What follows belongs to an exercise in optimizing a design on an open flow for small area, a short achievable clock period and few clock cycles; a production flow would make more cautious choices.
RTL that was checked went through simulation tests only; none was proved equivalent to the original.

main:
==> flow/design.v <==
`timescale 1ns / 1ns
module HLSM34 (Clk, Rst, Start, Done, a, b, c, d, zero, z);
	input Clk, Rst, Start;
	output reg Done;
	input [63:0] a;
	input [63:0] b;
	input [63:0] c;
	input [63:0] d;
	input [63:0] zero;
	output [63:0] z;
	localparam M  = 8;               
	localparam QW = 64 + 2*M - 1;    
	localparam CW = 3;  
	localparam SW = 4;     
	reg          busy;               
	reg          ph;                 
	reg          first;              
	reg          okr;                
	reg [CW-1:0] cnt;                
	reg [SW-1:0] shr;                
	reg [67:0]   ws, wc;             
	reg [63:0]   B;                  
	reg [QW-1:0] Q;                  
	assign z = Q[63:0];
	reg [63:0] Bn;
	reg [5:0]  s;
	integer l;
	always @(*) begin
		Bn = B;
		for (l = 5; l >= 0; l = l - 1) begin
			s[l] = ~|(Bn >> (64 - (1 << l)));
			if (s[l]) Bn = Bn << (1 << l);
		end
	end
	wire [6:0]    nmin = ({1'b0, s} + 7'd3) >> 1;                 
	wire [CW-1:0] cf   = (nmin + M - 1) / M;               
	wire [7:0]    shf  = 2 * M * cf - 2 - s;
	wire [CW-1:0] cur  = first ? cf - 1'b1 : cnt;
	wire [SW-1:0] shc  = first ? shf[SW-1:0] : shr;
	wire          last = (cur == 0);
	reg ge1, lt2;
	reg cy1, cy2;
	integer k;
	always @(*) begin
		cy1 = 1'b1; cy2 = 1'b0;
		for (k = 1; k <= 64; k = k + 1) begin
			cy1 = (ws[k] & wc[k]) | (ws[k] & cy1) | (wc[k] & cy1);
			cy2 = (B[k-1] & wc[k]) | (B[k-1] & cy2) | (wc[k] & cy2);
		end
		ge1 = cy1;
		lt2 = cy2;
	end
	wire okc = ge1 & lt2;
	wire ok  = first ? okc : okr;
	wire [69:0] D1 = {3'b000, Bn, 3'b000};    
	wire [69:0] D2 = {2'b00, Bn, 4'b0000};    
	wire [2:0]  dh = Bn[62:60];
	wire [67:0] rs [0:M];
	wire [67:0] rc [0:M];
	wire [2*M-1:0] P, N;
	assign rs[0] = ws;
	assign rc[0] = wc;
	genvar i;
	generate
		for (i = 0; i < M; i = i + 1) begin : stage
			wire [69:0] ys = {rs[i], 2'b00};
			wire [69:0] yc = {rc[i], 2'b00};
			wire signed [6:0] est = ys[69:63] + yc[69:63];
			reg signed [6:0] m2, m1, m0, mn1;
			always @(*) begin
				case (dh)
					3'd0: begin m2 = 12; m1 = 4; m0 = -5; mn1 = -13; end
					3'd1: begin m2 = 14; m1 = 4; m0 = -5; mn1 = -15; end
					3'd2: begin m2 = 15; m1 = 4; m0 = -5; mn1 = -16; end
					3'd3: begin m2 = 16; m1 = 4; m0 = -5; mn1 = -17; end
					3'd4: begin m2 = 18; m1 = 6; m0 = -7; mn1 = -19; end
					3'd5: begin m2 = 19; m1 = 6; m0 = -7; mn1 = -20; end
					3'd6: begin m2 = 20; m1 = 6; m0 = -7; mn1 = -21; end
					default: begin m2 = 22; m1 = 6; m0 = -7; mn1 = -23; end
				endcase
			end
			wire g2  = est >= m2;
			wire g1  = est >= m1;
			wire g0  = est >= m0;
			wire gn1 = est >= mn1;
			wire pos = g1;                   
			wire neg = ~g0;                  
			wire two = g2 | ~gn1;            
			wire one = (g1 & ~g2) | (gn1 & ~g0);
			wire [69:0] mq = ({70{one}} & D1) | ({70{two}} & D2);
			wire [69:0] t  = mq ^ {70{pos}};
			wire [69:0] sm = ys ^ yc ^ t;
			wire [69:0] cr = {(ys[68:0] & yc[68:0]) | (ys[68:0] & t[68:0]) | (yc[68:0] & t[68:0]), pos};
			assign rs[i+1] = sm[67:0];
			assign rc[i+1] = cr[67:0];
			assign P[2*(M-1-i) +: 2] = {pos & two, pos & one};
			assign N[2*(M-1-i) +: 2] = {neg & two, neg & one};
		end
	endgenerate
	wire [67:0] fs = rs[M];
	wire [67:0] fc = rc[M];
	wire [67:0] fsum = fs + fc;
	wire        wneg = fsum[67];
	wire [67:0] zx = (fs ^ fc) ^ {fs[66:0] | fc[66:0], 1'b0};
	wire        wzero = ~|zx;
	wire          corr = last & wneg;
	wire [2*M:0]  V = {1'b0, P} - {1'b0, N} - corr;
	wire [QW-1:0] Qb  = first ? {QW{1'b0}} : Q;
	wire [QW-1:0] Qb1 = Qb - 1'b1;
	wire [QW-1:0] Qn  = {(V[2*M] ? Qb1[QW-1-2*M:0] : Qb[QW-1-2*M:0]), V[2*M-1:0]};
	wire [QW-1:0] Qs  = last ? (Qn >> shc) : Qn;
	wire [2*M-1:0] lowmask = ~({2*M{1'b1}} << shc);
	wire          lowz = ~|(V[2*M-1:0] & lowmask);
	wire          eq  = wzero & lowz & ok;
	wire skip = first & ~ph & ~okc;          
	wire tocd = ~ph & (skip | (last & ~eq));
	always @(posedge Clk) begin
		Q <= Qs;
		if (!busy) begin
			ws <= {3'b000, a, 1'b1};
			wc <= {3'b111, ~zero, 1'b1};
			B  <= b;
		end else if (tocd) begin
			ws <= {3'b000, c, 1'b0};
			wc <= 68'd0;
			B  <= d;
		end else begin
			ws <= rs[M];
			wc <= rc[M];
			B  <= Bn;
		end
		first <= !busy || tocd;
		cnt   <= cur - 1'b1;
		shr   <= shc;
		okr   <= ok;
	end
	always @(posedge Clk) begin
		if (Rst) begin
			busy <= 0; ph <= 0; Done <= 0;
		end else begin
			Done <= 0;
			if (!busy) begin
				if (Start) begin busy <= 1; ph <= 0; end
			end else if (tocd) begin
				ph <= 1;
			end else if (last) begin
				busy <= 0; Done <= 1;
			end
		end
	end
endmodule
make LEC_CHECK=0 CAP_MARGIN=20 CORE_MARGIN=2 CORE_UTILIZATION=40 SETUP_SLACK_MARGIN=5 SLEW_MARGIN=20 finish   # period 300.0 ns
run.sh (not shown) runs the stock make flow with config.mk's settings and CLKGATE_MAP_FILE= SYNTH_SCRIPT=/design/flow/synth_recipe.tcl, a recipe that flattens the netlist after the stock synthesis.
Testbench counts of main, summed over its fixed seeds: cycles 36,716.
diff inputs: main => the feature branch
diff --git a/flow/design.v b/flow/design.v
--- a/flow/design.v
+++ b/flow/design.v
@@ -7,14 +7,14 @@
 	input [63:0] c;
 	input [63:0] d;
 	input [63:0] zero;
 	output [63:0] z;
 	localparam M  = 8;               
 	localparam QW = 64 + 2*M - 1;    
-	localparam CW = 3;  
-	localparam SW = 4;     
+	localparam CW = 3;               
+	localparam SW = $clog2(2*M);     
 	reg          busy;               
 	reg          ph;                 
 	reg          first;              
 	reg          okr;                
 	reg [CW-1:0] cnt;                
 	reg [SW-1:0] shr;                
==> comparison <==
Taking main as the reference, in the feature branch port buffer count stayed essentially flat, pre-CTS setup slack stayed essentially flat, floorplan die area stayed essentially flat.
The feature branch: PASS, flow complete, no timing, DRC or antenna violations
Finished layout cell area: the feature branch vs main identical
Only the layout flow was run in the feature branch; the RTL was not checked for function there.

========
HLSM34, a different RTL version from the one above (not shown whole).
Size: about 390 I/O pins, about 49000 um^2 of cells after synthesis.
==> module HLSM34, before the edit <==
module HLSM34 (Clk, Rst, Start, Done, a, b, c, d, zero, z);
	input Clk, Rst, Start;
	output reg Done;
	input [63:0] a;
	input [63:0] b;
	input [63:0] c;
	input [63:0] d;
	input [63:0] zero;
	output [63:0] z;
	localparam M  = 8;               
	localparam QW = 64 + 2*M;        
	localparam CW = 3;  
	localparam SW = 4;     
	reg          busy;               
	reg          ph;                 
	reg          first;              
	reg          okr;                
	reg [CW-1:0] cnt;                
	reg [SW-1:0] shr;                
	reg [67:0]   ws, wc;             
	reg [63:0]   B;                  
	reg [QW-1:0] Q;                  
	assign z = Q[63:0];
	reg [63:0] Bn;
	reg [5:0]  s;
	integer l;
	always @(*) begin
		Bn = B;
		for (l = 5; l >= 0; l = l - 1) begin
			s[l] = ~|(Bn >> (64 - (1 << l)));
			if (s[l]) Bn = Bn << (1 << l);
		end
	end
	wire [6:0]    nmin = ({1'b0, s} + 7'd3) >> 1;                 
	wire [CW-1:0] cf   = (nmin + M - 1) / M;               
	wire [7:0]    shf  = 2 * M * cf - 2 - s;
	wire [CW-1:0] cur  = first ? cf - 1'b1 : cnt;
	wire [SW-1:0] shc  = first ? shf[SW-1:0] : shr;
	wire          last = (cur == 0);
	reg lt2;
	integer k;
	always @(*) begin
		lt2 = 1'b0;
		for (k = 1; k <= 64; k = k + 1)
			lt2 = (B[k-1] & wc[k]) | (B[k-1] & lt2) | (wc[k] & lt2);
	end
	wire okc = lt2;
	wire ok  = first ? okc : okr;
	wire [69:0] D1 = {3'b000, Bn, 3'b000};    
	wire [69:0] D2 = {2'b00, Bn, 4'b0000};    
	wire [2:0]  dh = Bn[62:60];
	wire [67:0] rs [0:M];
	wire [67:0] rc [0:M];
	wire [2*M-1:0] P, N;
	assign rs[0] = ws;
	assign rc[0] = wc;
	genvar i;
	generate
		for (i = 0; i < M; i = i + 1) begin : stage
			wire [69:0] ys = {rs[i], 2'b00};
			wire [69:0] yc = {rc[i], 2'b00};
			wire signed [6:0] est = ys[69:63] + yc[69:63];
			reg signed [6:0] m2, m1, m0, mn1;
			always @(*) begin
				case (dh)
					3'd0: begin m2 = 12; m1 = 4; m0 = -5; mn1 = -13; end
					3'd1: begin m2 = 14; m1 = 4; m0 = -5; mn1 = -15; end
					3'd2: begin m2 = 15; m1 = 4; m0 = -5; mn1 = -16; end
					3'd3: begin m2 = 16; m1 = 4; m0 = -5; mn1 = -17; end
					3'd4: begin m2 = 18; m1 = 6; m0 = -7; mn1 = -19; end
					3'd5: begin m2 = 19; m1 = 6; m0 = -7; mn1 = -20; end
					3'd6: begin m2 = 20; m1 = 6; m0 = -7; mn1 = -21; end
					default: begin m2 = 22; m1 = 6; m0 = -7; mn1 = -23; end
				endcase
			end
			wire g2  = est >= m2;
			wire g1  = est >= m1;
			wire g0  = est >= m0;
			wire gn1 = est >= mn1;
			wire pos = g1;                   
			wire neg = ~g0;                  
			wire two = g2 | ~gn1;            
			wire one = (g1 & ~g2) | (gn1 & ~g0);
			wire [69:0] mq = ({70{one}} & D1) | ({70{two}} & D2);
			wire [69:0] t  = mq ^ {70{pos}};
			wire [67:0] sm, cr;
			csa68 u_csa (.x(ys[67:0]), .y(yc[67:0]), .t(t[67:0]), .s(sm), .c(cr));
			assign rs[i+1] = sm;
			assign rc[i+1] = {cr[66:0], pos};
			assign P[2*(M-1-i) +: 2] = {pos & two, pos & one};
			assign N[2*(M-1-i) +: 2] = {neg & two, neg & one};
		end
	endgenerate
	wire [67:0] fs = rs[M];
	wire [67:0] fc = rc[M];
	wire [67:0] fg = fs & fc;
	wire [67:0] fp = fs | fc;
	wire [67:0] fx = fs ^ fc;
	reg  [66:0] G, Pp, Gn, Pn;
	integer lv, jj;
	always @(*) begin
		G = fg[66:0]; Pp = fp[66:0];
		for (lv = 0; lv < 7; lv = lv + 1) begin
			Gn = G; Pn = Pp;
			for (jj = 0; jj < 67; jj = jj + 1)
				if (jj >= (1 << lv)) begin
					Gn[jj] = G[jj] | (Pp[jj] & G[jj - (1 << lv)]);
					Pn[jj] = Pp[jj] & Pp[jj - (1 << lv)];
				end
			G = Gn; Pp = Pn;
		end
	end
	wire        wneg  = fx[67] ^ G[66];
	wire        wzero = ~|(fx ^ {fp[66:0], 1'b0});
	wire          corr = last & wneg;
	reg [2*M-1:0] V;
	reg           vc;
	integer kk;
	always @(*) begin
		vc = ~corr;
		for (kk = 0; kk < 2*M; kk = kk + 1) begin
			V[kk] = P[kk] ^ ~N[kk] ^ vc;
			vc    = (P[kk] & ~N[kk]) | (P[kk] & vc) | (~N[kk] & vc);
		end
	end
	wire vneg = ~vc;
	localparam HW = QW - 2*M;
	wire [HW-1:0] Qb = Q[HW-1:0] & {HW{~first}};
	reg  [HW:0]   az;                        
	integer jz;
	always @(*) begin
		az[0] = 1'b1;
		for (jz = 0; jz < HW; jz = jz + 1)
			az[jz+1] = az[jz] & ~Qb[jz];
	end
	wire [HW-1:0] Qh = Qb ^ ({HW{vneg}} & az[HW-1:0]);
	wire [QW-1:0] Qn = {Qh, V};
	wire [SW-1:0] sa = last ? shc : {SW{1'b0}};
	wire [QW-1:0] Qr = Qn >> sa;
	wire [QW-1:0] Qs = {Qn[QW-1:64], Qr[63:0]};
	wire [2*M-1:0] lowmask = ~({2*M{1'b1}} << shc);
	wire          lowz = ~|(V & lowmask);
	wire          eq  = wzero & lowz & ok & ~Qh[HW-1];    
	wire skip = first & ~ph & ~okc;          
	wire tocd = ~ph & (skip | (last & ~eq));
	always @(posedge Clk) begin
		Q <= Qs;
		if (!busy) begin
			ws <= {3'b000, a, 1'b1};
			wc <= {3'b111, ~zero, 1'b1};
			B  <= b;
		end else if (tocd) begin
			ws <= {3'b000, c, 1'b0};
			wc <= 68'd0;
			B  <= d;
		end else begin
			ws <= rs[M];
			wc <= rc[M];
			B  <= Bn;
		end
		first <= !busy || tocd;
		cnt   <= cur - 1'b1;
		shr   <= shc;
		okr   <= ok;
	end
	always @(posedge Clk) begin
		if (Rst) begin
			busy <= 0; ph <= 0; Done <= 0;
		end else begin
			Done <= 0;
			if (!busy) begin
				if (Start) begin busy <= 1; ph <= 0; end
			end else if (tocd) begin
				ph <= 1;
			end else if (last) begin
				busy <= 0; Done <= 1;
			end
		end
	end
endmodule
make LEC_CHECK=0 CAP_MARGIN=20 CORE_MARGIN=2 CORE_UTILIZATION=40 SETUP_SLACK_MARGIN=5 SLEW_MARGIN=20 SYNTH_HIERARCHICAL=1 SYNTH_MINIMUM_KEEP_SIZE=0 finish   # period 300.0 ns
Testbench counts at the start, summed over its fixed seeds: cycles 36,923.
Change:
--- a/flow/design.v
+++ b/flow/design.v
@@ -115,15 +115,32 @@
 	wire        wzero = ~|(fx ^ {fp[66:0], 1'b0});
 	wire          corr = last & wneg;
+	wire [M-1:0] dnz, dng;                   
+	genvar di;
+	generate
+		for (di = 0; di < M; di = di + 1) begin : dig
+			assign dnz[di] = |P[2*(M-1-di) +: 2] | |N[2*(M-1-di) +: 2];
+			assign dng[di] = |N[2*(M-1-di) +: 2];
+		end
+	endgenerate
+	reg [M:0]     bw;                        
+	reg [M-1:0]   hv, hs;                    
 	reg [2*M-1:0] V;
-	reg           vc;
 	integer kk;
 	always @(*) begin
-		vc = ~corr;
-		for (kk = 0; kk < 2*M; kk = kk + 1) begin
-			V[kk] = P[kk] ^ ~N[kk] ^ vc;
-			vc    = (P[kk] & ~N[kk]) | (P[kk] & vc) | (~N[kk] & vc);
-		end
-	end
-	wire vneg = ~vc;
+		hv[M-1] = 1'b0; hs[M-1] = 1'b0;
+		hv[M-2] = 1'b0; hs[M-2] = 1'b0;
+		for (kk = M - 3; kk >= 0; kk = kk - 1) begin
+			hv[kk] = hv[kk+1] | dnz[kk+1];
+			hs[kk] = dnz[kk+1] ? dng[kk+1] : hs[kk+1];
+		end
+		bw[M]   = corr;
+		bw[M-1] = corr;
+		bw[M-2] = dnz[M-1] ? dng[M-1] : corr;
+		for (kk = M - 3; kk >= 0; kk = kk - 1)
+			bw[kk] = hv[kk] ? hs[kk] : bw[M-2];
+		for (kk = 0; kk < M; kk = kk + 1)
+			V[2*(M-1-kk) +: 2] = P[2*(M-1-kk) +: 2] - N[2*(M-1-kk) +: 2] - bw[kk];
+	end
+	wire vneg = dnz[0] ? dng[0] : bw[0];
 	localparam HW = QW - 2*M;
 	wire [HW-1:0] Qb = Q[HW-1:0] & {HW{~first}};
What happened: The changed run ran to the end with no violations. Cell area came out higher by a few percent. Global-route usage grows by 1.4 points. Via count goes up by a few percent. Cell count went up by a few percent. Worst setup slack improved by 0.11 ns. Critical path depth is unchanged. Clock skew falls by 0.011 ns.
The RTL of the second run of this note was laid out without a check of its function.

## afterwards: timing with drivers on the ports
How much do the figures lean on ideal ports? The routed layouts below were timed once more, with nothing changed but the port constraints. Step 1: set_driving_cell puts a clkbuf_16 on Clk and a buf_2 on each other input, an assumption about the parent block. Step 2 adds t to the input delays and takes it off the output delays; t is the mean of the earliest and latest rising clock arrival at the registers after step 1. Input paths then give back, and output paths get back, about the clock's delay inside the block. a / b / c = ideal / step 1 / step 2; a / b = the first two.
run	t (ns)	setup slack, ns	worst setup path after step 2	slew at the worst register clock pin (ns)
main	0.687	238.151 / 238.066 / 238.753	register to output	0.08 / 0.08
the feature branch	0.687	238.151 / 238.066 / 238.753	register to output	0.08 / 0.08
the first run of note 2	0.692	238.104 / 238.024 / 238.642	input to register	0.07 / 0.07
the second run of note 2	0.689	238.212 / 238.135 / 238.824	register to output	0.07 / 0.07
After both steps every run listed still meets setup and hold.
